Background: an optimization exercise with open tools, aiming at small area and a short achievable clock period. Do not read the settings as production practice.
At most, simulation tests tie the RTL to the original design; equivalence was not proved.
The clock input has no modelled driver; a real chip could not lean on it and would need a root buffer or a full tree.
Power figures rest on the tool's default switching activity, not on a simulated workload.

## test_wrapper
module test_wrapper #(
	parameter SYS_VERSION = 41,
	parameter WIDTH = 16,
	parameter NUM_SUB_MON = 3
)(
	input clk,
	input reset,
	input       [5:0] slave_address,
	input             slave_read,
	input             slave_write,
	input      [31:0] slave_writedata,
	output reg [31:0] slave_readdata,
	output [15:0] dut_a,
	output [15:0] dut_b,
	input  [15:0] dut_out
);
Size in the first run: roughly 1800 cells after synthesis, ~120 I/O pins, ~0.017 sq mm of cells after synthesis.
==> flow/config.mk <==
export PLATFORM = sky130hd
export DESIGN_NAME = test_wrapper
export DESIGN_NICKNAME = test_wrapper
export VERILOG_FILES = /design/flow/design.v
export SDC_FILE = /design/flow/constraint.sdc
export NUM_CORES = 4
export LEC_CHECK = 0
export ABC_AREA = 1
export CAP_MARGIN = 20
export CORE_MARGIN = 2
export CORE_UTILIZATION = 40
export SETUP_SLACK_MARGIN = 1.4
export SLEW_MARGIN = 20
export SYNTH_HIERARCHICAL = 1
==> flow/constraint.sdc <==
create_clock -name core_clock -period 3.0 [get_ports {clk}]
set_input_delay 0.6000 -clock core_clock [delete_from_list [all_inputs] [get_ports {clk}]]
set_output_delay 0.6000 -clock core_clock [all_outputs]
set_load 0.01 [all_outputs]
standard.sh (not shown) runs the stock make flow with config.mk's settings and CLKGATE_MAP_FILE= SYNTH_SCRIPT=/design/flow/synth_recipe.tcl, a recipe that flattens the netlist after the stock synthesis.
==> flow/flow/run.sh <==
#!/bin/bash
set -euo pipefail
here=$(cd "$(dirname "$0")" && pwd)
export BUFFER_PORTS_ARGS="-buffer_cell sky130_fd_sc_hd__buf_2"
export CTS_ARGS="-sink_clustering_enable -repair_clock_nets -dont_use_dummy_load -sink_clustering_size 30 -sink_clustering_max_diameter 80"
export PRE_CTS_TCL="$here/cts_root.tcl"
export FLOW_CLOCK_PORT=clk
bash standard.sh > make.log 2>&1
==> flow/flow/cts_root.tcl <==
rename clock_tree_synthesis my_tritoncts
proc clock_tree_synthesis { args } {
  my_tritoncts {*}$args
  my_drop_root_buffer
}

proc my_drop_root_buffer { } {
  set block [ord::get_db_block]
  set port_net [$block findNet $::env(FLOW_CLOCK_PORT)]
  set roots {}
  foreach it [$port_net getITerms] { lappend roots $it }
  if { [llength $roots] != 1 } { puts "drop_root: port drives [llength $roots] pins, kept"; return }
  set rit [lindex $roots 0]
  set root [$rit getInst]
  if { ![string match "sky130_fd_sc_hd__clkbuf_*" [[$root getMaster] getName]] } { puts "drop_root: no root buffer"; return }
  set root_net "NULL"
  foreach it [$root getITerms] {
    if { [$it isOutputSignal] } { set root_net [$it getNet] }
  }
  set loads {}
  foreach it [$root_net getITerms] {
    if { [$it isOutputSignal] } { continue }
    if { ![string match "sky130_fd_sc_hd__clkbuf_*" [[[$it getInst] getMaster] getName]] } {
      puts "drop_root: root drives a non-buffer, kept"; return
    }
    lappend loads $it
  }
  if { [llength $loads] > 4 } { puts "drop_root: root drives [llength $loads] buffers, kept"; return }
  foreach it $loads {
    $it disconnect
    $it connect $port_net
  }
  foreach it [$root getITerms] { $it disconnect }
  odb::dbInst_destroy $root
  odb::dbNet_destroy $root_net
  puts "drop_root: the clock port drives [llength $loads] buffers directly"
}
The starting point completed with no timing, DRC or antenna violations.
==> next run, changes <==
--- a/flow/design.v
+++ b/flow/design.v
@@ -158,26 +158,23 @@
 	always @(posedge clk)
 		sb_en <= sb_en_next;
 	reg [31:0] data_ctr, error_ctr;
 	reg [4:0]  acc, maxacc, minacc;
 	reg err_en;
 	always @(posedge clk)
 		err_en <= sb_en_next && !lz4[4];
 	reg [2:0] data_f, error_f;
 	wire [3:0] data_ci  = {sb_en  & (&data_f),  sb_en  & (&data_f[1:0]),  sb_en  & data_f[0],  sb_en};
 	wire [3:0] error_ci = {err_en & (&error_f), err_en & (&error_f[1:0]), err_en & error_f[0], err_en};
-	reg rst_cnt;
-	always @(posedge clk)
-		rst_cnt <= ctrl_next[0];
 	integer j;
 	always @(posedge clk)
-		if (rst_cnt) begin
+		if (rst) begin
 			data_ctr  <= 32'h0;
 			error_ctr <= 32'h0;
 			data_f    <= 3'b000;
 			error_f   <= 3'b000;
 		end else begin
 			for (j = 0; j < 4; j = j + 1) begin
 				if (data_ci[j])
 					data_ctr[8 * j +: 8] <= data_ctr[8 * j +: 8] + 1'b1;
 				if (error_ci[j])
 					error_ctr[8 * j +: 8] <= error_ctr[8 * j +: 8] + 1'b1;
After rerunning: The changed run passed the timing, DRC and antenna checks. Die area barely changes. Core utilization rises by 0.37 points. Flip-flop and latch count stays the same. Combinational power is about the same. Clock-buffer cell count is unchanged. Global-route usage increases by 0.24 points. Non-clock buffer count came out higher by 7. Via count stays flat. Fmax drops slightly. Clock power is about the same. Sequential power stays flat. Setup slack degrades by 11 ps. Synthesized cell count barely changes.
No functional check of the RTL was part of the second run of this note.

========
Setup of alpha:
Another version of the RTL of test_wrapper (not shown whole).
Size in the first run: roughly 2000 cells after synthesis, about 120 I/O pins, about 18000 µm² of cells after synthesis.
clock: 3.0 ns
lec_check: 0
abc_area: 1
cap_margin: 20
core_margin: 2
core_utilization: 55
setup_slack_margin: 1.4
slew_margin: 20
synth_hierarchical: 1
Scripts as last shown in full above: flow/flow/run.sh, flow/flow/cts_root.tcl
### alpha -> beta
--- a/flow/design.v
+++ b/flow/design.v
@@ -166,41 +166,33 @@
 		end else begin
 			for (j = 0; j < 4; j = j + 1) begin
 				if (data_ci[j])
 					data_ctr[8 * j +: 8] <= data_ctr[8 * j +: 8] + 1'b1;
 				if (error_ci[j])
 					error_ctr[8 * j +: 8] <= error_ctr[8 * j +: 8] + 1'b1;
 			end
 			for (j = 0; j < 3; j = j + 1) begin
 				data_f[j]  <= &data_ctr[8 * j + 1 +: 7]  & (data_ctr[8 * j]  ^ data_ci[j]);
 				error_f[j] <= &error_ctr[8 * j + 1 +: 7] & (error_ctr[8 * j] ^ error_ci[j]);
 			end
 		end
-	wire [4:0] acc_next = ready ? lz5 : 5'd16;
 	always @(posedge clk)
-		acc <= acc_next;
-	reg        acc_gt, acc_lt;
-	wire       max_upd = sb_en && acc_gt;
-	wire       min_upd = sb_en && acc_lt;
-	always @(posedge clk) begin
-		acc_gt <= rst ? (acc_next > 5'd0)  : max_upd ? (acc_next > acc) : (acc_next > maxacc);
-		acc_lt <= rst ? (acc_next < 5'd16) : min_upd ? (acc_next < acc) : (acc_next < minacc);
-	end
+		acc <= ready ? lz5 : 5'd16;
 	always @(posedge clk)
 		if (rst) begin
 			maxacc <= 5'd0;
 			minacc <= 5'd16;
-		end else begin
-			if (max_upd) maxacc <= acc;
-			if (min_upd) minacc <= acc;
+		end else if (sb_en) begin
+			if (acc > maxacc) maxacc <= acc;
+			if (acc < minacc) minacc <= acc;
 		end
 	wire        done = (tstate == S_DONE);
 	wire [31:0] dut_delay = done ? {28'h0, delay_count} : 32'hFFFFFFFF;
 	wire [31:0] sysver = SYS_VERSION;
 	wire [31:0] maxacc_w = {26'h0, maxacc[4], 1'b0, maxacc[3:0]};
 	wire [31:0] minacc_w = {26'h0, minacc[4], 1'b0, minacc[3:0]};
 	wire [31:0] rd_next;
 	genvar gb;
 	generate
 		for (gb = 0; gb < 32; gb = gb + 1) begin: rdbit
 			wire n_cd, n_de, n_mm, n_sv;
 			cell_aoi22 u_cd (.a1(rs[0]), .a2(ctrl[gb]), .b1(rs[2]), .b2(dut_delay[gb]), .y(n_cd));
@@ -273,57 +265,31 @@
 	output p
 );
 	assign p = ph & pl;
 endmodule
 module host_dec (
 	input  [5:0] addr,
 	input        rd,
 	input        wr,
 	output [7:0] we,
 	output [6:0] rs,
 	output       hold
 );
-	dec_we   u_we   (.addr(addr), .rd(rd), .wr(wr), .we(we));
-	dec_rs   u_rs   (.addr(addr), .rd(rd), .wr(wr), .rs(rs));
-	dec_hold u_hold (.addr(addr), .rd(rd), .wr(wr), .hold(hold));
-endmodule
-module dec_we (
-	input  [5:0] addr,
-	input        rd,
-	input        wr,
-	output [7:0] we
-);
 	wire writing = wr & ~rd;
+	wire reading = rd & ~wr;
 	assign we = {8{writing}} & {addr == 6'h28, addr == 6'h24, addr == 6'h20, addr == 6'h1C,
 	                          addr == 6'h18, addr == 6'h14, addr == 6'h10, addr == 6'h00};
-endmodule
-module dec_rs (
-	input  [5:0] addr,
-	input        rd,
-	input        wr,
-	output [6:0] rs
-);
-	wire reading = rd & ~wr;
 	assign rs = {7{reading}} & {addr == 6'h3C, addr == 6'h38, addr == 6'h34, addr == 6'h30,
 	                          addr == 6'h2C, addr == 6'h04, addr == 6'h00};
-endmodule
-module dec_hold (
-	input  [5:0] addr,
-	input        rd,
-	input        wr,
-	output       hold
-);
-	wire readable = (addr[1:0] == 2'b00) &&
-	                (addr[5:3] == 3'b000 || addr[5:4] == 2'b11 || addr[5:2] == 4'b1011);
-	assign hold = ~(rd & ~wr & readable);
+	assign hold = ~|rs;
 endmodule
 module cell_aoi22 (input a1, a2, b1, b2, output y);
 	assign y = ~((a1 & a2) | (b1 & b2));
 endmodule
 module cell_aoi21 (input a1, a2, b, output y);
 	assign y = ~((a1 & a2) | b);
 endmodule
 module cell_nand2 (input a, b, output y);
 	assign y = ~(a & b);
 endmodule
 module cell_nand3 (input a, b, c, output y);
 	assign y = ~(a & b & c);
Results
Changes observed in beta relative to alpha: register-to-register slack shows an increase of 130 ps; final-layout clock buffer total up about 5%; critical path depth moved up.
Compare alpha and beta | worst path buffer plus inverter count lower: alpha
Per the comparison of beta with alpha, area of the mapped netlist decreased 250 µm²; chip height fell by 1.3 µm; layout cell share with drive strength beyond 1 +0.30 points.
Compared with alpha, beta shows total number of clock tree sinks lower by 2.
Total power of the final layout deteriorates in beta relative to alpha.
Lower fraction of power consumed by the clock network goes to alpha over beta.
In the reports for alpha and beta, the larger number of non-filler instances in the completed layout belongs to alpha.
alpha -> beta: internal power increased slightly
The higher half-perimeter wire length after placement of alpha and beta is in alpha.
alpha and beta ended up with nearly the same total routing usage reported by global routing.
No run of this note included a check of the RTL's function; only the layout flow was run.

-- separate check: timing with driven ports --
The results above use ideal ports. As a check the final layouts listed here were re-extracted and re-timed, cells and wires unchanged.
Step 1 sets driving cells, clkbuf_16 on the clock port and buf_2 on the other inputs (assumed; they add their load-dependent delay and slew).
Step 2, shift: input delay + t, output delay - t, t = (earliest + latest rising clock arrival at the registers) / 2. This alone moves slack from input paths to output paths.
a / b / c = no drivers / after step 1 / after step 2; a / b = the first two.
run | t, ns | setup slack, ns | worst hold slack (ns) | worst setup path after step 2 | worst data-port slew with drivers (ns)
the first run of note 1 | 0.482 | 1.416 / 1.347 / 0.982 | 0.308 / 0.275 / 0.308 | input to register | 0.10
the second run of note 1 | 0.470 | 1.405 / 1.367 / 0.982 | 0.286 / 0.285 / 0.286 | input to register | 0.05
alpha | 0.459 | 1.320 / 1.300 / 1.059 | 0.334 / 0.306 / 0.334 | input to register | 0.08
beta | 0.461 | 1.417 / 1.377 / 0.972 | 0.336 / 0.325 / 0.336 | input to register | 0.09
After both steps setup and hold are still met in every run listed. The setup slack of beta, which loses most, moves by -0.040 ns with the drivers and by -0.445 ns with both steps.
